This design comes from an exercise in tuning for small area, a short achievable clock period and few clock cycles per item on the open sky130 flow, not from production work. In this exercise RTL edits were held to simulation tests only and were not proved equivalent to the original. Power is estimated from default activity; no workload was simulated.

<file path="design/flow/run.sh">
#!/bin/bash
# synth_recipe.tcl (not shown) runs the flow's synth.tcl, then flattens the netlist and writes it again
# the make line also repeats each setting of config.mk as NAME=value (left out here)
make -C /OpenROAD-flow-scripts/flow DESIGN_CONFIG=/design/flow/config.mk WORK_HOME=/design/flow/orfs CLKGATE_MAP_FILE= SYNTH_SCRIPT=/design/flow/synth_recipe.tcl finish
</file>
<file path="design/flow/config.mk">
export PLATFORM = sky130hd
export DESIGN_NAME = MultDivUnit
export DESIGN_NICKNAME = MultDivUnit
export VERILOG_FILES = /design/flow/design.v
export SDC_FILE = /design/flow/constraint.sdc
export NUM_CORES = 4
export LEC_CHECK = 0
export CAP_MARGIN = 20
export CORE_MARGIN = 2
export CORE_UTILIZATION = 40
export SLEW_MARGIN = 20
</file>
<file path="design/flow/constraint.sdc">
create_clock -name core_clock -period 9.5 [get_ports {clk}]
set_input_delay 1.9000 -clock core_clock [delete_from_list [all_inputs] [get_ports {clk}]]
set_output_delay 1.9000 -clock core_clock [all_outputs]
set_load 0.01 [all_outputs]
</file>
<file path="design/flow/design.v">
module fullAdder (a,b,c_in,s,c_out);
  input a;
  input b;
  input c_in;
  output s;
  output c_out;
  assign s=a^b^c_in;
  assign c_out=(a & b)|(c_in & (a^b));
endmodule  
module carrySaveAdder (addendA,addendB,addendC,sum,carry);
  parameter width = 32;
  input [width-1:0] addendA;
  input [width-1:0] addendB;
  input [width-1:0] addendC;
  output [width-1:0] sum;
  output [width-1:0] carry;
  genvar i;
  generate
    for (i=0; i < width; i++) begin
      fullAdder fx(.a(addendA[i]),.b(addendB[i]),.c_in(addendC[i]),.s(sum[i]),.c_out(carry[i]));
    end
  endgenerate
endmodule  
module adder (add1,add0,carry_in,sum);
 parameter parallelism=32;
 input unsigned [parallelism-1:0] add1;
 input unsigned [parallelism-1:0] add0;
 input carry_in;
 output unsigned [parallelism-1:0] sum;
 logic unsigned [parallelism-1:0] temp_sum;
 assign sum = temp_sum;
 always_comb begin
   if (carry_in) begin
     temp_sum=add1+add0+1;
   end else begin
     temp_sum=add1+add0;
   end
 end
endmodule  
module comparator (inA,inB,isEqual);
  parameter width = 32;
  input [width-1:0] inA;
  input [width-1:0] inB;
  output isEqual;
  assign isEqual = (inA==inB) ? 1'b1 : 1'b0;
endmodule  
module mux2to1 (inA,inB,sel,out);
  parameter width = 32;
  input [width-1:0] inA;
  input [width-1:0] inB;
  input sel;
  output [width-1:0] out;
  logic [width-1:0] temp;
  assign out = (temp);
  always_comb begin
    if (sel) begin
      temp=inB;
    end else begin
      temp=inA;
    end
  end
endmodule  
module mux4to1 (inA,inB,inC,inD,sel,out);
  parameter width = 32;
  input [width-1:0] inA;
  input [width-1:0] inB;
  input [width-1:0] inC;
  input [width-1:0] inD;
  input [1:0] sel;
  output [width-1:0] out;
  logic [width-1:0] temp;
  assign out = (temp);
  always_comb begin
    if (sel==2'b00) begin
      temp=inA;
    end else if (sel==2'b01) begin
      temp=inB;
    end else if (sel==2'b10) begin
      temp=inC;
    end else begin
      temp=inD;
    end
  end
endmodule  
module register (parallelIn,parallelOut,clk,rst_n,clear,sample_en);
  parameter width = 32;
  input [width-1:0] parallelIn;      
  output [width-1:0] parallelOut;    
  input clk;
  input rst_n;                       
  input clear;                       
  input sample_en;                   
  logic [width-1:0] temp;
  assign parallelOut = temp;
  always_ff @ (posedge clk, negedge rst_n) begin
    if (~rst_n) begin
      temp<={width{1'b0}};
    end else begin
      if (clear) begin
        temp<={width{1'b0}};
      end else begin
        if (sample_en) begin
          temp<=parallelIn;
        end else begin
          temp<=temp;
        end
      end
    end
  end
endmodule  
module shiftRegister (parallelIn,parallelOut,clk,rst_n,clear,sample_en,shiftLeft,shiftRight,newBit);
  parameter width = 32;
  input [width-1:0] parallelIn;      
  output [width-1:0] parallelOut;    
  input clk;
  input rst_n;                       
  input clear;                       
  input sample_en;                   
  input shiftLeft;                   
  input shiftRight;                  
  input newBit;                      
  logic [width-1:0] temp;
  assign parallelOut = temp;
  always_ff @ (posedge clk, negedge rst_n) begin
    if (~rst_n) begin
      temp<={width{1'b0}};
    end else begin
      if (clear) begin
        temp<={width{1'b0}};
      end else begin
        if      (sample_en) begin
          temp<=parallelIn;
        end else if (shiftLeft) begin
          temp<={temp[width-2:0],newBit};
        end else if (shiftRight) begin
          temp<={newBit,temp[width-1:1]};
        end else begin
          temp<=temp;
        end
      end
    end
  end
endmodule  
module syncCounter (clk,rst_n,clear,parallelLoad,threashold,upDown_n,load_en,cnt_en,terminalCount,parallelOutput);
  parameter WIDTH=16;
  input clk;                             
  input rst_n;                           
  input clear;                           
  input [WIDTH-1:0] parallelLoad;        
  input [WIDTH-1:0] threashold;          
  input upDown_n;                        
  input load_en;                         
  input cnt_en;                          
  output terminalCount;                  
  output [WIDTH-1:0] parallelOutput;     
  logic unsigned [WIDTH-1:0] counter;
  logic tc;
  assign parallelOutput = counter;
  assign terminalCount  = tc;
  always_ff @(posedge clk, negedge rst_n) begin
    if (~rst_n) begin
      counter<={WIDTH{1'b0}};
    end else begin
      if (clear) begin
        counter<={WIDTH{1'b0}};
      end else begin
        if (load_en) begin
          counter<=parallelLoad;
        end else begin
          if (cnt_en) begin
            if (upDown_n) begin
              counter<=counter+1;
            end else begin
              counter<=counter-1;
            end
          end
        end
      end
    end
  end
  always_comb begin
    if (threashold==counter) begin
      tc=1'b1;
    end else begin
      tc=1'b0;
    end
  end
endmodule
module kernelLogic (data,notData,saveReminder,opCode,sumMSBs,carryMSBs,multDecisionBits,SignSel,Non0,outData,d_MSB);
  parameter parallelism=32;
  parameter csaBits=5;
  input [parallelism:0] data;
  input [parallelism:0] notData;
  input saveReminder;
  input [2:0] opCode;
  input [csaBits-1:0] sumMSBs;
  input [csaBits-1:0] carryMSBs;
  input [1:0] multDecisionBits;
  input d_MSB;
  output SignSel;
  output Non0;
  output [parallelism:0] outData;
  logic [1:0] divisionControl;
  logic signD;
  logic unsigned [csaBits-1:0] tempU;
  logic signed [csaBits-1:0] temp;
  always_comb begin
    tempU=($unsigned(sumMSBs))+($unsigned(carryMSBs));
    temp=($signed(tempU));
    if (temp<-2) begin
      divisionControl=2'b00;
    end else if (temp>=0) begin
      divisionControl=2'b01;
    end else begin
      divisionControl=2'b11;
    end
  end
  always_comb begin
    if(opCode[0]) begin                  
      signD=0;
    end else begin
      signD=d_MSB;
    end
  end
  logic SS,N0;
  logic signed [parallelism:0] oData;
  assign SignSel=SS;
  assign Non0=N0;
  assign outData=oData;
  always_comb begin
    if (saveReminder) begin               
      SS=1'b0;
      N0=1'b0;
      oData={parallelism{1'b0}};
    end else begin
      if (opCode[2]==1'b1) begin         
        if (!signD) begin     
          case (divisionControl)
            2'b00: begin
              oData=data;
              SS=1'b1;
              N0=1'b1;
            end
            2'b01: begin
              oData=notData;
              SS=1'b0;
              N0=1'b1;
            end
            default: begin
              oData={parallelism{1'b0}};
              SS=1'b0;
              N0=1'b0;
            end
          endcase
        end else begin                 
          case (divisionControl)
            2'b00: begin
              oData=notData;
              SS=1'b1;
              N0=1'b1;
            end
            2'b01: begin
              oData=data;
              SS=1'b0;
              N0=1'b1;
            end
            default: begin
              oData={parallelism{1'b0}};
              SS=1'b0;
              N0=1'b0;
            end
          endcase
        end
      end else begin                     
        SS=1'b0;
        N0=1'b0;
        case (multDecisionBits)
          2'b10: oData=notData;  
          2'b01: oData=data;  
          default: oData={parallelism{1'b0}};
        endcase
      end
    end
  end
endmodule 
module MultDivUnitDP (clk,rst_n,opCode,lOp,rOp,result,res_ready,div_by_zero,div_overflow,lOp_en,divisor_lShift,notLOp_en,saveReminder,sumMux_sel,carryMux_sel,sum_en,carry_en,leftAddMux_sel,rightAddMux_sel,QCorrectBitMux_sel,rightAddMode,lRes_en,rRes_en,reminder_rShift,counterMux_sel,thrMux_sel,count_upDown,count_load,count_en,counterReg_en,prevReg_en,tc,signS,magnitudeD,csa_clear);
  parameter parallelism=32;
  input clk;
  input rst_n;
  input [2:0] opCode;
  input [parallelism-1:0] lOp;
  input [parallelism-1:0] rOp;
  output [parallelism-1:0] result;
  output res_ready;
  output div_by_zero;
  output div_overflow;
  input lOp_en;
  input divisor_lShift;
  input notLOp_en;
  input saveReminder;
  input [1:0] sumMux_sel;
  input carryMux_sel;
  input sum_en;
  input carry_en;
  input [1:0] leftAddMux_sel;
  input [1:0] rightAddMux_sel;
  input QCorrectBitMux_sel;
  input rightAddMode;
  input lRes_en;
  input rRes_en;
  input reminder_rShift;
  input counterMux_sel;
  input thrMux_sel;
  input count_upDown;
  input count_load;
  input count_en;
  input counterReg_en;
  input prevReg_en;
  input csa_clear;
  output tc;
  output signS;
  output [1:0] magnitudeD;
  logic usignedL,usignedR;
  logic [parallelism:0] signCorrection_to_lOpReg;
  logic [parallelism:0] signCorrection_to_rOpReg;
  logic [parallelism:0] lOp_to_kernelLogic;
  logic [parallelism+2:0] sumHMux_to_sumHReg;
  logic [parallelism+1:0] sumLMux_to_sumLReg;
  logic [parallelism+2:0] carryHMux_to_carryHReg;
  logic [parallelism:0] notLOp_to_kernelLogic;
  logic [parallelism:0] leftAdder_to_outReg;
  logic [parallelism:0] firstPP;
  logic [parallelism+2:0] sumH;
  logic [parallelism+1:0] sumL;
  logic [parallelism+2:0] carryH;
  logic [parallelism-1:0] carryL;
  logic [parallelism-1:0] quotientCorrectBit;
  logic SignSel;
  logic Non0;
  logic newNQ;
  logic newQ;
  logic [parallelism:0] kl_to_csa;
  logic [parallelism+1:0] csaSum_to_outReg;
  logic [parallelism+1:0] csaCarry_to_outReg;
  logic [parallelism:0] leftOpleftAdd;
  logic [parallelism:0] rightOpleftAdd;
  logic [parallelism-1:0] leftOprightAdd;
  logic [parallelism-1:0] rightOprightAdd;
  logic [parallelism:0] sum_to_outAdders;
  logic [parallelism:0] carry_to_outAdders;
  logic [parallelism-1:0] rightAdder_to_outReg;
  logic [parallelism-1:0] rResOutReg;
  logic [parallelism+1:0] lResOutReg;
  logic [parallelism-1:0] res;
  logic [5:0] counterMux_to_counter;
  logic [5:0] thrMux_to_thr;
  logic [5:0] counterOut_to_counterReg;
  logic [5:0] counterRegOut;
  logic [2:0] prevOpCode;
  logic [parallelism-1:0] prevLOp;
  logic [parallelism-1:0] prevROp;
  logic lEquality;
  logic rEquality;
  logic opEquality;
  logic divZero;
  logic min;
  logic maxPos;
  always_comb begin
    case (opCode)
      3'b010:begin
        usignedL=1;
        usignedR=0;
      end
      3'b011:begin
        usignedL=1;
        usignedR=1;
      end
      3'b101:begin
        usignedL=1;
        usignedR=1;
      end
      3'b111:begin
        usignedL=1;
        usignedR=1;
      end
      default: begin
        usignedL=0;
        usignedR=0;
      end
    endcase
  end
  assign signCorrection_to_lOpReg = (usignedL) ? {1'b0,lOp[parallelism-1:0]} : {lOp[parallelism-1],lOp[parallelism-1:0]};
  assign signCorrection_to_rOpReg = (usignedR) ? {1'b0,rOp[parallelism-1:0]} : {rOp[parallelism-1],rOp[parallelism-1:0]};
  shiftRegister #(parallelism+1) lOpRegister (  .parallelIn(signCorrection_to_lOpReg),
                                                .parallelOut(lOp_to_kernelLogic),
                                                .clk(clk),
                                                .rst_n(rst_n),
                                                .clear(csa_clear),
                                                .sample_en(lOp_en),
                                                .shiftLeft(divisor_lShift),
                                                .shiftRight(1'b0),
                                                .newBit(1'b0));
  assign magnitudeD = lOp_to_kernelLogic[parallelism-1:parallelism-2];
  register #(parallelism+1) notLOpRegister (  .parallelIn(leftAdder_to_outReg),
                                              .parallelOut(notLOp_to_kernelLogic),
                                              .clk(clk),
                                              .rst_n(rst_n),
                                              .clear(csa_clear),
                                              .sample_en(notLOp_en));
  kernelLogic #(.parallelism(parallelism)) KL ( .data(lOp_to_kernelLogic),
                                                .notData(notLOp_to_kernelLogic),
                                                .saveReminder(saveReminder),
                                                .opCode(opCode),
                                                .sumMSBs(sumH[parallelism+2:parallelism-2]),  
                                                .carryMSBs(carryH[parallelism+2:parallelism-2]),
                                                .multDecisionBits(sumL[1:0]),
                                                .SignSel(SignSel),
                                                .Non0(Non0),
                                                .outData(kl_to_csa),
                                                .d_MSB(signCorrection_to_lOpReg[parallelism]));
  assign firstPP = (signCorrection_to_rOpReg[0]) ? leftAdder_to_outReg : {parallelism+1{1'b0}};
  mux4to1 #(parallelism+3) sumHMux ( .inA({signCorrection_to_rOpReg[parallelism],signCorrection_to_rOpReg[parallelism],signCorrection_to_rOpReg}),  
                                    .inB({csaSum_to_outReg[parallelism+1:0],1'b0}),
                                    .inC({{2{csaSum_to_outReg[parallelism+1]}},csaSum_to_outReg[parallelism+1:1]}),
                                    .inD({{3{firstPP[parallelism]}},firstPP[parallelism:1]}),
                                    .out(sumHMux_to_sumHReg),
                                    .sel(sumMux_sel));
  register #(parallelism+3) sumHReg (  .parallelIn(sumHMux_to_sumHReg),
                                    .parallelOut(sumH),
                                    .clk(clk),
                                    .rst_n(rst_n),
                                    .clear(csa_clear),
                                    .sample_en(sum_en));
  assign newQ = (Non0 & ~SignSel);
  mux4to1 #(parallelism+2) sumLMux ( .inA({parallelism+2{1'b0}}),
                                    .inB({sumL[parallelism:0],newQ}),
                                    .inC({csaSum_to_outReg[0],sumL[parallelism+1:1]}),
                                    .inD({firstPP[0],signCorrection_to_rOpReg}),
                                    .out(sumLMux_to_sumLReg),
                                    .sel(sumMux_sel));
  register #(parallelism+2) sumLReg (  .parallelIn(sumLMux_to_sumLReg),
                                  .parallelOut(sumL),
                                  .clk(clk),
                                  .rst_n(rst_n),
                                  .clear(csa_clear),
                                  .sample_en(sum_en));
  mux2to1 #(parallelism+3) carryHMux ( .inA({csaCarry_to_outReg[parallelism:0],2'b0}),
                                    .inB({{2{csaCarry_to_outReg[parallelism+1]}},csaCarry_to_outReg[parallelism:0]}),
                                    .out(carryHMux_to_carryHReg),
                                    .sel(carryMux_sel));
  register #(parallelism+3) carryHReg (  .parallelIn(carryHMux_to_carryHReg),
                                    .parallelOut(carryH),
                                    .clk(clk),
                                    .rst_n(rst_n),
                                    .clear(csa_clear),
                                    .sample_en(carry_en));
  assign newNQ = (Non0 & SignSel);
  register #(parallelism) carryLReg (  .parallelIn({carryL[parallelism-2:0],newNQ}),
                                  .parallelOut(carryL),
                                  .clk(clk),
                                  .rst_n(rst_n),
                                  .clear(csa_clear),
                                  .sample_en(carry_en));
  carrySaveAdder #(parallelism+2) csa ( .addendA({kl_to_csa[parallelism],kl_to_csa[parallelism:0]}),
                                      .addendB(sumH[parallelism+1:0]),
                                      .addendC(carryH[parallelism+1:0]),
                                      .sum(csaSum_to_outReg),
                                      .carry(csaCarry_to_outReg));
  assign sum_to_outAdders = (saveReminder) ? {sumH[parallelism+1:1]} : {1'b0,sumH[parallelism-2:0],sumL[parallelism+1]};
  assign carry_to_outAdders = (saveReminder) ? {carryH[parallelism+1:1]} : {1'b0,carryH[parallelism-2:0],1'b0};
  mux4to1 #(parallelism+1) leftOpleftAdd_mux (  .inA(sum_to_outAdders),
                                              .inB(~lOp_to_kernelLogic),
                                              .inC(lOp_to_kernelLogic),
                                              .inD(notLOp_to_kernelLogic),
                                              .out(leftOpleftAdd),
                                              .sel(leftAddMux_sel));
  mux4to1 #(parallelism+1) rightOpleftAdd_mux (  .inA(carry_to_outAdders),
                                              .inB({{parallelism{1'b0}},1'b1}),
                                              .inC(lResOutReg[parallelism+1:1]),
                                              .inD(lResOutReg[parallelism+1:1]),
                                              .out(rightOpleftAdd),
                                              .sel(leftAddMux_sel));
  mux4to1 #(parallelism) leftOprightAdd_mux (  .inA(sumL[parallelism-1:0]),
                                              .inB(rResOutReg),
                                              .inC(~rResOutReg),
                                              .inD(sumL[parallelism:1]),
                                              .sel(rightAddMux_sel),
                                              .out(leftOprightAdd));
  mux2to1 #(parallelism) QCorrectBit_mux (    .inA({{parallelism-1{1'b0}},1'b1}),
                                              .inB({{parallelism{1'b1}}}),
                                              .out(quotientCorrectBit),
                                              .sel(QCorrectBitMux_sel));
  mux4to1 #(parallelism) rightOprightAdd_mux (  .inA(~carryL[parallelism-1:0]),
                                              .inB(quotientCorrectBit),
                                              .inC({parallelism{1'b0}}),
                                              .inD({parallelism{1'b0}}),
                                              .sel(rightAddMux_sel),
                                              .out(rightOprightAdd));
  adder #(parallelism+1) leftAdder (  .add1(leftOpleftAdd),
                                    .add0(rightOpleftAdd),
                                    .carry_in(1'b0),
                                    .sum(leftAdder_to_outReg));
  adder #(parallelism) rightAdder (  .add1(leftOprightAdd),
                                    .add0(rightOprightAdd),
                                    .carry_in(rightAddMode),
                                    .sum(rightAdder_to_outReg));
  shiftRegister #(parallelism+2) remProdHRegister (  .parallelIn({leftAdder_to_outReg,1'b0}),
                                                    .parallelOut(lResOutReg),
                                                    .clk(clk),
                                                    .rst_n(rst_n),
                                                    .clear(1'b0),
                                                    .sample_en(lRes_en),
                                                    .shiftLeft(1'b0),
                                                    .shiftRight(reminder_rShift),
                                                    .newBit(lResOutReg[parallelism+1]));
  assign signS = (lResOutReg[parallelism+1]);
  register #(parallelism) quoProdLReg (  .parallelIn(rightAdder_to_outReg),
                                        .parallelOut(rResOutReg),
                                        .clk(clk),
                                        .rst_n(rst_n),
                                        .clear(1'b0),
                                        .sample_en(rRes_en));
  assign result = res;
  always_comb begin
    case (opCode)
      3'b000: res=rResOutReg;
      3'b001: res=lResOutReg[parallelism:1];
      3'b010: res=lResOutReg[parallelism:1];
      3'b011: res=lResOutReg[parallelism:1];
      3'b100: res=rResOutReg;
      3'b101: res=rResOutReg;
      3'b110: res=lResOutReg[parallelism-1:0];
      3'b111: res=lResOutReg[parallelism-1:0];
      default: res={parallelism{1'b0}};
    endcase
  end
  mux2to1 #(6) counterMux (  .inA(6'b000001),
                              .inB(counterRegOut),  
                              .out(counterMux_to_counter),
                              .sel(counterMux_sel));
  mux2to1 #(6) threasholdMux (  .inA(6'b000001),
                              .inB(6'b011111),  
                              .out(thrMux_to_thr),
                              .sel(thrMux_sel));
  syncCounter #(6) counter ( .clk(clk),
                            .rst_n(rst_n),
                            .clear(csa_clear),
                            .parallelLoad(counterMux_to_counter),
                            .threashold(thrMux_to_thr),
                            .upDown_n(count_upDown),
                            .load_en(count_load),
                            .cnt_en(count_en),
                            .terminalCount(tc),
                            .parallelOutput(counterOut_to_counterReg));
  register #(6) counterReg (  .parallelIn(counterOut_to_counterReg),
                              .parallelOut(counterRegOut),
                              .clk(clk),
                              .rst_n(rst_n),
                              .clear(csa_clear),
                              .sample_en(counterReg_en));
  register #(parallelism) prevLopReg (  .parallelIn(lOp),
                                        .parallelOut(prevLOp),
                                        .clk(clk),
                                        .rst_n(rst_n),
                                        .clear(1'b0),
                                        .sample_en(prevReg_en));
  register #(parallelism) prevRopReg (  .parallelIn(rOp),
                                        .parallelOut(prevROp),
                                        .clk(clk),
                                        .rst_n(rst_n),
                                        .clear(1'b0),
                                        .sample_en(prevReg_en));
  register #(3) prevOpReg (  .parallelIn(opCode),
                              .parallelOut(prevOpCode),
                              .clk(clk),
                              .rst_n(rst_n),
                              .clear(1'b0),
                              .sample_en(prevReg_en));
  comparator #(parallelism) left_comparator ( .inA(lOp),
                                            .inB(prevLOp),
                                            .isEqual(lEquality));
  comparator #(parallelism) right_comparator ( .inA(rOp),
                                            .inB(prevROp),
                                            .isEqual(rEquality));
  always_comb begin
    if ((((prevOpCode==3'b001) || (prevOpCode==3'b010) || (prevOpCode==3'b011)) && (opCode==3'b000)) || (((opCode==3'b100) || (opCode==3'b110)) && ((prevOpCode==3'b100) || (prevOpCode==3'b110))) || (((opCode==3'b101) || (opCode==3'b111)) && ((prevOpCode==3'b101) || (prevOpCode==3'b111))) || (opCode==prevOpCode)) begin
      opEquality=1'b1;
    end else begin
      opEquality=1'b0;
    end
  end
  assign res_ready = (lEquality & rEquality & opEquality);
  comparator #(parallelism) zero_comparator ( .inA(lOp),
                                            .inB({parallelism{1'b0}}),
                                            .isEqual(divZero));
  assign div_by_zero = (divZero & opCode[2]);
  comparator #(parallelism) min_comparator ( .inA(lOp),
                                            .inB({parallelism{1'b1}}),
                                            .isEqual(min));
  comparator #(parallelism) maxPos_comparator ( .inA(rOp),
                                            .inB({1'b0,{parallelism-1{1'b1}}}),
                                            .isEqual(maxPos));
  assign div_overflow = (min & maxPos & opCode[2]);
endmodule
module MultDivUnit (clk,rst_n,opCode,lOp,rOp,result,done,valid,divByZero,divOverflow);
  parameter parallelism=32;
  input clk;
  input rst_n;
  input [2:0] opCode;
  input valid;
  input [parallelism-1:0] lOp; 
  input [parallelism-1:0] rOp; 
  output [parallelism-1:0] result;
  output done;
  output divByZero;
  output divOverflow;
  logic res_ready;
  logic div_by_zero;
  logic div_overflow;
  logic lOp_en;
  logic divisor_lShift;
  logic notLOp_en;
  logic saveReminder;
  logic [1:0] sumMux_sel;
  logic carryMux_sel;
  logic sum_en;
  logic carry_en;
  logic [1:0] leftAddMux_sel;
  logic [1:0] rightAddMux_sel;
  logic QCorrectBitMux_sel;
  logic rightAddMode;
  logic lRes_en;
  logic rRes_en;
  logic reminder_rShift;
  logic counterMux_sel;
  logic thrMux_sel;
  logic count_upDown;
  logic count_load;
  logic count_en;
  logic counterReg_en;
  logic prevReg_en;
  logic csa_clear;
  logic d_o_n_e; 
  logic d_i_v_B_y_Z_e_r_o; 
  logic d_i_v_O_v_e_r_f_l_o_w; 
  logic tc;
  logic signS;
  logic [1:0] magnitudeD;
  logic signD;
  logic signZ;
  logic divisorReady;
  logic load1;
  logic sDiv;
  logic negRes;
  logic [2:0] opCode_eff;
  logic [parallelism-1:0] lOp_eff;
  logic [parallelism-1:0] rOp_eff;
  logic [parallelism-1:0] result_dp;
  logic div_overflow_dp;
  enum bit [4:0]{   idle            =5'b00000,
                    divByZeroState  =5'b00001,
                    divOverflowState=5'b00010,
                    loadData        =5'b00011,
                    divisorLShift   =5'b00100,
                    saveIterLoop    =5'b00101,
                    divKernelStep   =5'b00110,
                    computeQ        =5'b00111,
                    waitSignals     =5'b01000,
                    correctDown     =5'b01001,
                    correctUp       =5'b01010,
                    qInv            =5'b01011,
                    remCorrection   =5'b01100,
                    save_muliplicand=5'b01101,
                    save_mulitplier =5'b01110,
                    multKernelStep  =5'b01111,
                    save_product    =5'b10000,
                    opDone          =5'b10001} present_state, next_state;
  assign sDiv=opCode[2] & ~opCode[0];
  assign opCode_eff={opCode[2:1],opCode[0] | opCode[2]};
  assign lOp_eff=(sDiv & lOp[parallelism-1]) ? -lOp : lOp;
  assign rOp_eff=(sDiv & rOp[parallelism-1]) ? -rOp : rOp;
  assign negRes=sDiv & (opCode[1] ? rOp[parallelism-1] : (rOp[parallelism-1] ^ lOp[parallelism-1]));
  assign result=negRes ? -result_dp : result_dp;
  assign div_overflow=sDiv & (&lOp) & (rOp=={1'b1,{parallelism-1{1'b0}}});
  assign done=d_o_n_e;
  assign divByZero=d_i_v_B_y_Z_e_r_o;
  assign divOverflow=d_i_v_O_v_e_r_f_l_o_w;
  MultDivUnitDP #(parallelism) DP (.*,
                                   .opCode(opCode_eff),
                                   .lOp(lOp_eff),
                                   .rOp(rOp_eff),
                                   .result(result_dp),
                                   .div_overflow(div_overflow_dp));
  always_comb begin
    if (opCode_eff[0]) begin
      signZ=1'b0;
      signD=1'b0;
    end else begin
      signZ=rOp_eff[parallelism-1];
      signD=lOp_eff[parallelism-1];
    end
  end
  always_comb begin
    if (lOp_eff[parallelism-1] & opCode_eff[0]) begin
      load1=1'b1;
    end else begin
      load1=1'b0;
    end
  end
  always_comb begin
    if (magnitudeD[0] ^ magnitudeD[1]) begin
      divisorReady=1'b1;
    end else begin
      divisorReady=1'b0;
    end
  end
  always_ff @ (posedge clk) begin
    if (~rst_n)
      present_state<=idle; 
    else
      present_state<=next_state;
  end
  always_comb begin
    case (present_state)
      idle: if (valid) begin
              if (div_overflow) begin
                next_state=divOverflowState;
              end else if (res_ready) begin
                next_state=opDone;
              end else if (div_by_zero) begin
                next_state=divByZeroState;
              end else if (opCode[2]==1'b0) begin
                next_state=save_muliplicand;
              end else begin
                next_state=loadData;
              end
            end else begin
              next_state=idle;
            end
      divByZeroState: next_state=idle;
      divOverflowState: next_state=idle;
      loadData: if (load1) begin
                  next_state=saveIterLoop;
                end else begin
                  next_state=divisorLShift;
                end
      divisorLShift:  if (divisorReady) begin
                        next_state=saveIterLoop;
                      end else begin
                        next_state=divisorLShift;
                      end
      saveIterLoop: next_state=divKernelStep;
      divKernelStep:  if (tc) begin
                        next_state=computeQ;
                      end else begin
                        next_state=divKernelStep;
                      end
      computeQ: if (signD) begin
                  next_state=qInv;
                end else begin
                  next_state=waitSignals;
                end
      waitSignals:  if (signS ^ signZ) begin
                      if (signS ^ signD) begin
                        next_state=correctDown;
                      end else begin
                        next_state=correctUp;
                      end
                    end else begin
                      next_state=remCorrection;
                    end
      qInv: if (signS ^ signZ) begin
              if (signS ^ signD) begin
                next_state=correctDown;
              end else begin
                next_state=correctUp;
              end
            end else begin
              next_state=remCorrection;
            end
      correctDown: next_state=remCorrection;
      correctUp:  next_state=remCorrection;
      remCorrection: if (tc) begin
                        next_state=opDone;
                      end else begin
                        next_state=remCorrection;
                      end
      save_muliplicand: next_state=save_mulitplier;
      save_mulitplier:  next_state=multKernelStep;
      multKernelStep: if (tc) begin
                        next_state=save_product;
                      end else begin
                        next_state=multKernelStep;
                      end
      save_product: next_state=opDone;
      opDone: next_state=idle;
      default: next_state=idle;
    endcase
  end
  always_comb begin
    case (present_state)
      idle: begin
        lOp_en=1'b0;
        divisor_lShift=1'b0;
        notLOp_en=1'b0;
        saveReminder=1'b0;
        sumMux_sel=2'b0;
        carryMux_sel=1'b0;
        sum_en=1'b0;
        carry_en=1'b0;
        leftAddMux_sel=2'b0;
        rightAddMux_sel=2'b0;
        QCorrectBitMux_sel=1'b0;
        rightAddMode=1'b0;
        lRes_en=1'b0;
        rRes_en=1'b0;
        reminder_rShift=1'b0;
        counterMux_sel=1'b0;
        thrMux_sel=1'b0;
        count_upDown=1'b0;
        count_load=1'b0;
        count_en=1'b0;
        counterReg_en=1'b0;
        prevReg_en=1'b0;
        csa_clear=1'b1;
        d_o_n_e=1'b0;
        d_i_v_B_y_Z_e_r_o=1'b0;
        d_i_v_O_v_e_r_f_l_o_w=1'b0;
      end
      divByZeroState: begin
        lOp_en=1'b0;
        divisor_lShift=1'b0;
        notLOp_en=1'b0;
        saveReminder=1'b0;
        sumMux_sel=2'b0;
        carryMux_sel=1'b0;
        sum_en=1'b0;
        carry_en=1'b0;
        leftAddMux_sel=2'b0;
        rightAddMux_sel=2'b0;
        QCorrectBitMux_sel=1'b0;
        rightAddMode=1'b0;
        lRes_en=1'b0;
        rRes_en=1'b0;
        reminder_rShift=1'b0;
        counterMux_sel=1'b0;
        thrMux_sel=1'b0;
        count_upDown=1'b0;
        count_load=1'b0;
        count_en=1'b0;
        counterReg_en=1'b0;
        prevReg_en=1'b0;
        csa_clear=1'b0;
        d_o_n_e=1'b1;
        d_i_v_B_y_Z_e_r_o=1'b1;
        d_i_v_O_v_e_r_f_l_o_w=1'b0;
      end
      divOverflowState: begin
        lOp_en=1'b0;
        divisor_lShift=1'b0;
        notLOp_en=1'b0;
        saveReminder=1'b0;
        sumMux_sel=2'b0;
        carryMux_sel=1'b0;
        sum_en=1'b0;
        carry_en=1'b0;
        leftAddMux_sel=2'b0;
        rightAddMux_sel=2'b0;
        QCorrectBitMux_sel=1'b0;
        rightAddMode=1'b0;
        lRes_en=1'b0;
        rRes_en=1'b0;
        reminder_rShift=1'b0;
        counterMux_sel=1'b0;
        thrMux_sel=1'b0;
        count_upDown=1'b0;
        count_load=1'b0;
        count_en=1'b0;
        counterReg_en=1'b0;
        prevReg_en=1'b0;
        csa_clear=1'b0;
        d_o_n_e=1'b1;
        d_i_v_B_y_Z_e_r_o=1'b0;
        d_i_v_O_v_e_r_f_l_o_w=1'b1;
      end
      loadData: begin
        lOp_en=1'b1;
        divisor_lShift=1'b0;
        notLOp_en=1'b0;
        saveReminder=1'b0;
        sumMux_sel=2'b00;
        carryMux_sel=1'b0;
        sum_en=1'b1;
        carry_en=1'b0;
        leftAddMux_sel=2'b0;
        rightAddMux_sel=2'b0;
        QCorrectBitMux_sel=1'b0;
        rightAddMode=1'b0;
        lRes_en=1'b0;
        rRes_en=1'b0;
        reminder_rShift=1'b0;
        counterMux_sel=1'b0;
        thrMux_sel=1'b0;
        count_upDown=1'b0;
        count_load=1'b1;
        count_en=1'b0;
        counterReg_en=1'b0;
        prevReg_en=1'b1;
        csa_clear=1'b0;
        d_o_n_e=1'b0;
        d_i_v_B_y_Z_e_r_o=1'b0;
        d_i_v_O_v_e_r_f_l_o_w=1'b0;
      end
      divisorLShift: begin
        lOp_en=1'b0;
        divisor_lShift=1'b1;
        notLOp_en=1'b0;
        saveReminder=1'b0;
        sumMux_sel=2'b0;
        carryMux_sel=1'b0;
        sum_en=1'b0;
        carry_en=1'b0;
        leftAddMux_sel=2'b0;
        rightAddMux_sel=2'b0;
        QCorrectBitMux_sel=1'b0;
        rightAddMode=1'b0;
        lRes_en=1'b0;
        rRes_en=1'b0;
        reminder_rShift=1'b0;
        counterMux_sel=1'b0;
        thrMux_sel=1'b0;
        count_upDown=1'b1;
        count_load=1'b0;
        count_en=1'b1;
        counterReg_en=1'b0;
        prevReg_en=1'b0;
        csa_clear=1'b0;
        d_o_n_e=1'b0;
        d_i_v_B_y_Z_e_r_o=1'b0;
        d_i_v_O_v_e_r_f_l_o_w=1'b0;
      end
      saveIterLoop: begin
        lOp_en=1'b0;
        divisor_lShift=1'b0;
        notLOp_en=1'b1;
        saveReminder=1'b0;
        sumMux_sel=2'b0;
        carryMux_sel=1'b0;
        sum_en=1'b0;
        carry_en=1'b0;
        leftAddMux_sel=2'b01;
        rightAddMux_sel=2'b0;
        QCorrectBitMux_sel=1'b0;
        rightAddMode=1'b0;
        lRes_en=1'b0;
        rRes_en=1'b0;
        reminder_rShift=1'b0;
        counterMux_sel=1'b0;
        thrMux_sel=1'b0;
        count_upDown=1'b0;
        count_load=1'b0;
        count_en=1'b0;
        counterReg_en=1'b1;
        prevReg_en=1'b0;
        csa_clear=1'b0;
        d_o_n_e=1'b0;
        d_i_v_B_y_Z_e_r_o=1'b0;
        d_i_v_O_v_e_r_f_l_o_w=1'b0;
      end
      divKernelStep: begin
        lOp_en=1'b0;
        divisor_lShift=1'b0;
        notLOp_en=1'b0;
        saveReminder=1'b0;
        sumMux_sel=2'b01;
        carryMux_sel=1'b0;
        sum_en=1'b1;
        carry_en=1'b1;
        leftAddMux_sel=2'b0;
        rightAddMux_sel=2'b0;
        QCorrectBitMux_sel=1'b0;
        rightAddMode=1'b0;
        lRes_en=1'b0;
        rRes_en=1'b0;
        reminder_rShift=1'b0;
        counterMux_sel=1'b0;
        thrMux_sel=1'b0;
        count_upDown=1'b0;
        count_load=1'b0;
        count_en=1'b1;
        counterReg_en=1'b0;
        prevReg_en=1'b0;
        csa_clear=1'b0;
        d_o_n_e=1'b0;
        d_i_v_B_y_Z_e_r_o=1'b0;
        d_i_v_O_v_e_r_f_l_o_w=1'b0;
      end
      computeQ: begin
        lOp_en=1'b0;
        divisor_lShift=1'b0;
        notLOp_en=1'b0;
        saveReminder=1'b1;
        sumMux_sel=2'b0;
        carryMux_sel=1'b0;
        sum_en=1'b0;
        carry_en=1'b0;
        leftAddMux_sel=2'b0;
        rightAddMux_sel=2'b0;
        QCorrectBitMux_sel=1'b0;
        rightAddMode=1'b1;
        lRes_en=1'b1;
        rRes_en=1'b1;
        reminder_rShift=1'b0;
        counterMux_sel=1'b1;
        thrMux_sel=1'b0;
        count_upDown=1'b0;
        count_load=1'b1;
        count_en=1'b0;
        counterReg_en=1'b0;
        prevReg_en=1'b0;
        csa_clear=1'b0;
        d_o_n_e=1'b0;
        d_i_v_B_y_Z_e_r_o=1'b0;
        d_i_v_O_v_e_r_f_l_o_w=1'b0;
      end
      waitSignals: begin
        lOp_en=1'b0;
        divisor_lShift=1'b0;
        notLOp_en=1'b0;
        saveReminder=1'b0;
        sumMux_sel=2'b0;
        carryMux_sel=1'b0;
        sum_en=1'b0;
        carry_en=1'b0;
        leftAddMux_sel=2'b0;
        rightAddMux_sel=2'b0;
        QCorrectBitMux_sel=1'b0;
        rightAddMode=1'b0;
        lRes_en=1'b0;
        rRes_en=1'b0;
        reminder_rShift=1'b0;
        counterMux_sel=1'b0;
        thrMux_sel=1'b0;
        count_upDown=1'b0;
        count_load=1'b0;
        count_en=1'b0;
        counterReg_en=1'b0;
        prevReg_en=1'b0;
        csa_clear=1'b0;
        d_o_n_e=1'b0;
        d_i_v_B_y_Z_e_r_o=1'b0;
        d_i_v_O_v_e_r_f_l_o_w=1'b0;
      end
      correctDown: begin
        lOp_en=1'b0;
        divisor_lShift=1'b0;
        notLOp_en=1'b0;
        saveReminder=1'b0;
        sumMux_sel=2'b0;
        carryMux_sel=1'b0;
        sum_en=1'b0;
        carry_en=1'b0;
        leftAddMux_sel=2'b10;
        rightAddMux_sel=2'b01;
        QCorrectBitMux_sel=1'b1;
        rightAddMode=1'b0;
        lRes_en=1'b1;
        rRes_en=1'b1;
        reminder_rShift=1'b0;
        counterMux_sel=1'b0;
        thrMux_sel=1'b0;
        count_upDown=1'b0;
        count_load=1'b0;
        count_en=1'b0;
        counterReg_en=1'b0;
        prevReg_en=1'b0;
        csa_clear=1'b0;
        d_o_n_e=1'b0;
        d_i_v_B_y_Z_e_r_o=1'b0;
        d_i_v_O_v_e_r_f_l_o_w=1'b0;
      end
      correctUp: begin
        lOp_en=1'b0;
        divisor_lShift=1'b0;
        notLOp_en=1'b0;
        saveReminder=1'b0;
        sumMux_sel=2'b0;
        carryMux_sel=1'b0;
        sum_en=1'b0;
        carry_en=1'b0;
        leftAddMux_sel=2'b11;
        rightAddMux_sel=2'b01;
        QCorrectBitMux_sel=1'b0;
        rightAddMode=1'b0;
        lRes_en=1'b1;
        rRes_en=1'b1;
        reminder_rShift=1'b0;
        counterMux_sel=1'b0;
        thrMux_sel=1'b0;
        count_upDown=1'b0;
        count_load=1'b0;
        count_en=1'b0;
        counterReg_en=1'b0;
        prevReg_en=1'b0;
        csa_clear=1'b0;
        d_o_n_e=1'b0;
        d_i_v_B_y_Z_e_r_o=1'b0;
        d_i_v_O_v_e_r_f_l_o_w=1'b0;
      end
      qInv: begin
        lOp_en=1'b0;
        divisor_lShift=1'b0;
        notLOp_en=1'b0;
        saveReminder=1'b0;
        sumMux_sel=2'b0;
        carryMux_sel=1'b0;
        sum_en=1'b0;
        carry_en=1'b0;
        leftAddMux_sel=2'b0;
        rightAddMux_sel=2'b10;
        QCorrectBitMux_sel=1'b0;
        rightAddMode=1'b1;
        lRes_en=1'b0;
        rRes_en=1'b1;
        reminder_rShift=1'b0;
        counterMux_sel=1'b0;
        thrMux_sel=1'b0;
        count_upDown=1'b0;
        count_load=1'b0;
        count_en=1'b0;
        counterReg_en=1'b0;
        prevReg_en=1'b0;
        csa_clear=1'b0;
        d_o_n_e=1'b0;
        d_i_v_B_y_Z_e_r_o=1'b0;
        d_i_v_O_v_e_r_f_l_o_w=1'b0;
      end
      remCorrection: begin
        lOp_en=1'b0;
        divisor_lShift=1'b0;
        notLOp_en=1'b0;
        saveReminder=1'b0;
        sumMux_sel=2'b0;
        carryMux_sel=1'b0;
        sum_en=1'b0;
        carry_en=1'b0;
        leftAddMux_sel=2'b0;
        rightAddMux_sel=2'b0;
        QCorrectBitMux_sel=1'b0;
        rightAddMode=1'b0;
        lRes_en=1'b0;
        rRes_en=1'b0;
        reminder_rShift=1'b1;
        counterMux_sel=1'b0;
        thrMux_sel=1'b0;
        count_upDown=1'b0;
        count_load=1'b0;
        count_en=1'b1;
        counterReg_en=1'b0;
        prevReg_en=1'b0;
        csa_clear=1'b0;
        d_o_n_e=1'b0;
        d_i_v_B_y_Z_e_r_o=1'b0;
        d_i_v_O_v_e_r_f_l_o_w=1'b0;
      end
      save_muliplicand: begin
        lOp_en=1'b1;
        divisor_lShift=1'b0;
        notLOp_en=1'b0;
        saveReminder=1'b0;
        sumMux_sel=2'b0;
        carryMux_sel=1'b1;
        sum_en=1'b0;
        carry_en=1'b0;
        leftAddMux_sel=2'b0;
        rightAddMux_sel=2'b0;
        QCorrectBitMux_sel=1'b0;
        rightAddMode=1'b0;
        lRes_en=1'b0;
        rRes_en=1'b0;
        reminder_rShift=1'b0;
        counterMux_sel=1'b0;
        thrMux_sel=1'b0;
        count_upDown=1'b0;
        count_load=1'b0;
        count_en=1'b0;
        counterReg_en=1'b0;
        prevReg_en=1'b1;
        csa_clear=1'b0;
        d_o_n_e=1'b0;
        d_i_v_B_y_Z_e_r_o=1'b0;
        d_i_v_O_v_e_r_f_l_o_w=1'b0;
      end
      save_mulitplier: begin
        lOp_en=1'b0;
        divisor_lShift=1'b0;
        notLOp_en=1'b1;
        saveReminder=1'b0;
        sumMux_sel=2'b11;
        carryMux_sel=1'b1;
        sum_en=1'b1;
        carry_en=1'b0;
        leftAddMux_sel=2'b01;
        rightAddMux_sel=2'b0;
        QCorrectBitMux_sel=1'b0;
        rightAddMode=1'b0;
        lRes_en=1'b0;
        rRes_en=1'b0;
        reminder_rShift=1'b0;
        counterMux_sel=1'b0;
        thrMux_sel=1'b0;
        count_upDown=1'b0;
        count_load=1'b0;
        count_en=1'b0;
        counterReg_en=1'b0;
        prevReg_en=1'b0;
        csa_clear=1'b0;
        d_o_n_e=1'b0;
        d_i_v_B_y_Z_e_r_o=1'b0;
        d_i_v_O_v_e_r_f_l_o_w=1'b0;
      end
      multKernelStep: begin
        lOp_en=1'b0;
        divisor_lShift=1'b0;
        notLOp_en=1'b0;
        saveReminder=1'b0;
        sumMux_sel=2'b10;
        carryMux_sel=1'b1;
        sum_en=1'b1;
        carry_en=1'b1;
        leftAddMux_sel=2'b0;
        rightAddMux_sel=2'b0;
        QCorrectBitMux_sel=1'b0;
        rightAddMode=1'b0;
        lRes_en=1'b0;
        rRes_en=1'b0;
        reminder_rShift=1'b0;
        counterMux_sel=1'b0;
        thrMux_sel=1'b1;
        count_upDown=1'b1;
        count_load=1'b0;
        count_en=1'b1;
        counterReg_en=1'b0;
        prevReg_en=1'b0;
        csa_clear=1'b0;
        d_o_n_e=1'b0;
        d_i_v_B_y_Z_e_r_o=1'b0;
        d_i_v_O_v_e_r_f_l_o_w=1'b0;
      end
      save_product: begin
        lOp_en=1'b0;
        divisor_lShift=1'b0;
        notLOp_en=1'b0;
        saveReminder=1'b0;
        sumMux_sel=2'b0;
        carryMux_sel=1'b1;
        sum_en=1'b0;
        carry_en=1'b0;
        leftAddMux_sel=2'b0;
        rightAddMux_sel=2'b11;
        QCorrectBitMux_sel=1'b0;
        rightAddMode=1'b0;
        lRes_en=1'b1;
        rRes_en=1'b1;
        reminder_rShift=1'b0;
        counterMux_sel=1'b0;
        thrMux_sel=1'b0;
        count_upDown=1'b0;
        count_load=1'b0;
        count_en=1'b0;
        counterReg_en=1'b0;
        prevReg_en=1'b0;
        csa_clear=1'b0;
        d_o_n_e=1'b0;
        d_i_v_B_y_Z_e_r_o=1'b0;
        d_i_v_O_v_e_r_f_l_o_w=1'b0;
      end
      opDone: begin
        lOp_en=1'b0;
        divisor_lShift=1'b0;
        notLOp_en=1'b0;
        saveReminder=1'b0;
        sumMux_sel=2'b0;
        carryMux_sel=1'b0;
        sum_en=1'b0;
        carry_en=1'b0;
        leftAddMux_sel=2'b0;
        rightAddMux_sel=2'b0;
        QCorrectBitMux_sel=1'b0;
        rightAddMode=1'b0;
        lRes_en=1'b0;
        rRes_en=1'b0;
        reminder_rShift=1'b0;
        counterMux_sel=1'b0;
        thrMux_sel=1'b0;
        count_upDown=1'b0;
        count_load=1'b0;
        count_en=1'b0;
        counterReg_en=1'b0;
        prevReg_en=1'b0;
        csa_clear=1'b0;
        d_o_n_e=1'b1;
        d_i_v_B_y_Z_e_r_o=1'b0;
        d_i_v_O_v_e_r_f_l_o_w=1'b0;
      end
      default: begin
        lOp_en=1'b0;
        divisor_lShift=1'b0;
        notLOp_en=1'b0;
        saveReminder=1'b0;
        sumMux_sel=2'b0;
        carryMux_sel=1'b0;
        sum_en=1'b0;
        carry_en=1'b0;
        leftAddMux_sel=2'b0;
        rightAddMux_sel=2'b0;
        QCorrectBitMux_sel=1'b0;
        rightAddMode=1'b0;
        lRes_en=1'b0;
        rRes_en=1'b0;
        reminder_rShift=1'b0;
        counterMux_sel=1'b0;
        thrMux_sel=1'b0;
        count_upDown=1'b0;
        count_load=1'b0;
        count_en=1'b0;
        counterReg_en=1'b0;
        prevReg_en=1'b0;
        csa_clear=1'b0;
        d_o_n_e=1'b0;
        d_i_v_B_y_Z_e_r_o=1'b0;
        d_i_v_O_v_e_r_f_l_o_w=1'b0;
      end
    endcase
  end
endmodule
</file>
==> flow_summary.json <==
{
  "synthTopCellsByArea": "dfrtp_1, mux2i_1, nor2_1",
  "coreArea_sq_um": 79100,
  "powerDensity_nw_per_um2": 221,
  "layout.nets": 4036,
  "drive_above_1_share_pct": 5.62,
  "hold_path.class": "register to register",
  "synth_seq_area_share_pct": 29.1,
  "fp.dieArea_sq_um": 82400,
  "grt_start_max_net_pins": 150,
  "cp.required_ns": 7.60,
  "ir_drop_v": 0.000134,
  "finalWirelength_microns": 121000,
  "grt_antenna_before_repair": 1,
  "slew_headroom_pct": 20.3,
  "report.final.slew_viol_count": 0,
  "netlist_area_sq_um": 32000,
  "ys_ff_latch": 379,
  "cts_max_level": 2,
  "dp.cells": 4841,
  "dp_slack_ns": 1.17,
  "register_area_sq_um": 9360,
  "fill_cells": 7953,
  "numClockSinks": 379,
  "setup_slack_ns": 1.07,
  "vias": 31000,
  "cts_resized": 0,
  "critPathLaunchType": "primary input",
  "drt_first_iter_violations": 3292,
  "die_w_microns": 287,
  "cts_tree": "done",
  "finalSetupViolCount": 0,
  "setup_tns_ns": 0,
  "synth_ff_type": "dfrtp_1",
  "initial_core_util_pct": 40.5,
  "maxCapViolCount": 0,
  "gp_congestion": 0.990,
  "clock_latency_ns": 0.61,
  "fin_util_pct": 44.6,
  "stdcell_count": 4931,
  "synth_cells": 3960,
  "final_cell_mix": "nor2_1, dfrtp_1, a21oi_1",
  "dp_hpwl_microns": 87300,
  "grt_overflow_total": 0,
  "status": "no timing/DRC/antenna violations",
  "cts-buffers-inserted": 48,
  "clk_path_buf_depth": 3,
  "wl_per_cell_microns": 24.4,
  "multiInputGateArea_sq_um": 21100,
  "holdBufCountCts": 0,
  "critical_path.max_fanout": 33,
  "port-buffer-count": 104,
  "syn_to_final_growth_pct": 10.1,
  "final_common_cell": "nor2_1",
  "yosys_warnings": 21,
  "path_clk_slew_ns": 0.06,
  "yosysTopAreaCellShare_pct": 27.1,
  "worst_pin_slew_ns": 1.18,
  "synth-edff-count": 0,
  "critPathArrivalTime_ns": 6.53,
  "max_freq_mhz": 119,
  "synthesis.nets": 4154,
  "post_synth_num_cell_types": 94,
  "drtAntennaViolNets": 0,
  "finalCritPeriodShare_pct": 88.8,
  "drc": 0,
  "grt_setup_unrepaired": "false",
  "synth_area_per_cell_sq_um": 8.09,
  "power.leakage_uw": 0.0136,
  "grt_usage_pct": 28.8,
  "vias_per_cell": 6.28,
  "synth_top_area_cell": "dfrtp_1",
  "cp-end-kind": "primary output",
  "placementRows": 103,
  "finalClockSkew_ns": 0.0260,
  "crit_type": "primary input to primary output",
  "period_minus_slack_ns": 8.43,
  "first_pass_iters": 7,
  "die_y_microns": 287,
  "async_flop_share_pct": 91.6,
  "grt_pass1_vias": 29000,
  "num_io_pins": 105,
  "hold_viol": 0,
  "post_cts_buffers": 0,
  "cts_root_buffer": "clkbuf_16",
  "grt_pass1_wl_microns": 184000
}
-- cell type report --
class | instances | share of cell area, %
well taps | 1050 | 3.72
flip-flops and latches | 379 | 26.5
multi-input cells | 3159 | 60.0
diodes | 1 | 0.00709
clock buffers | 65 | 3.84
clock inverters | 23 | 0.709
repair buffers | 157 | 4.19
inverters | 97 | 1.03
-- power by group --
part	internal, uW	switching, uW	leakage [uW]
combinational	1320	2110	0.00802
clock	1110	795	0.000782
sequential	1910	552	0.00484
-- routing by layer --
layer	share of wire [%]	global-route usage, %	wire length, microns	up-vias
met3	8.0	4.87	9630	272
met4	4.6	12.2	5570	0
met1	44	40.3	52600	15100
li1	-	-	-	14300
met2	44	43.6	52800	1328
met5	0	0	0	-
-- stage by stage --
stage	area, sq um	power, uW	hold slack [ns]
final	35300	7790	0.523
after global routing	35300	8240	0.557
after CTS	35200	7730	0.530
after detailed placement	33600	5810	0.516
after global placement	33600	5790	0.503
after floorplan	32000	4670	0.485
-- final timing paths --
| check | startpoint | end | slack (ns) | cells after the start |
|---|---|---|---|---|
| setup / recovery | opCode[0] | result[31] | 1.07 | 14 |
| hold / removal | DP.counterReg.temp[4] | DP.counterReg.temp[4] | 0.52 | 2 |
| setup reg to reg | DP.leftOprightAdd_mux.sel[0] | DP.quoProdLReg.temp[31] | 2.86 | 16 |
| hold reg to reg | DP.counterReg.temp[4] | DP.counterReg.temp[4] | 0.52 | 2 |
| max in group asynchronous | rst_n | DP.carryLReg.temp[10] | 6.21 | 3 |
| min in group asynchronous | rst_n | DP.notLOpRegister.temp[21] | 1.28 | 1 |
-- worst max-delay path, stage by stage --
cell and delay (ns):
clkdlybuf4s50_1 0.68, nand2b_1 0.19, buf_4 0.40, nand2b_1 0.10, buf_4 0.25, o221ai_1 0.42
nand3_1 0.20, nor3b_1 0.66, and3_1 0.34, nand2b_1 0.14, o21ai_0 0.33, o21ai_0 0.18
xor2_1 0.18, clkdlybuf4s50_1 0.55
-- state kept, by name, indices dropped and copies added (netlist names), 33 cells and up --
register / cells
DP.carryHReg.temp: 35
DP.sumHReg.temp: 35
DP.remProdHRegister.temp: 34
DP.sumLReg.temp: 34
DP.lOpRegister.temp: 33
DP.notLOpRegister.temp: 33
-- synth_stat cells (13+ instances only) --
library cell,n
a22oi_1,102
nand4_1,37
o221ai_1,63
dfrtp_1,347
a31oi_1,38
nor3_1,62
ha_1,86
nor4_1,35
mux2i_1,277
xnor2_1,136
a21o_1,41
nor2b_1,91
clkbuf_1,266
o22ai_1,19
dfxtp_1,32
a21oi_1,339
nand2b_1,29
a211oi_1,194
and2_1,22
nand2_1,306
o2111ai_1,16
a221o_1,36
o211ai_1,20
fa_1,38
o22a_1,34
or4_1,13
or3_1,19
inv_1,96
nand3_1,63
and3_1,28
xor2_1,89
nor2_1,472
o21ai_0,258
buf_1,43
-- logic make-up after synthesis --
group                    synth area share (%)
adder cells (fa/ha/maj)                  5.73
XOR/XNOR                                 6.41
multiplexers                             9.04
buffers and inverters                    5.08
flip-flops                               29.1
AO/OA/AOI/OAI                            26.3
AND/OR/NAND/NOR                          18.4
Testbench counts, summed over its fixed seeds: cycles 80,647, ops 3,200.

## port drivers added, routing unchanged
Ports are ideal in the flow. The routed layout listed here was re-timed in OpenROAD.
Step 1 (the two cells are an assumption about what drives the block):
set clk [get_ports {clk}]
set_driving_cell -lib_cell sky130_fd_sc_hd__clkbuf_16 $clk
set_driving_cell -lib_cell sky130_fd_sc_hd__buf_2 [delete_from_list [all_inputs] $clk]
Step 2 moves the port delays by t, midway between the first and last clock arrival at a register: inputs arrive t later, outputs are due t later. That takes back most of the time a late clock gives input paths.
Three values: ideal ports, drivers, drivers and shift; two values: the first two.
t (ns): 0.665
slack for setup (ns): 1.066 / 1.045 / 1.045
hold WS [ns]: 0.523 / 0.523 / 0.523
worst slew at a driven data input, ns: 0.06
After both steps setup and hold are still met in this run. The setup slack of this run moves by -0.021 ns with the drivers and by -0.021 ns with both steps.
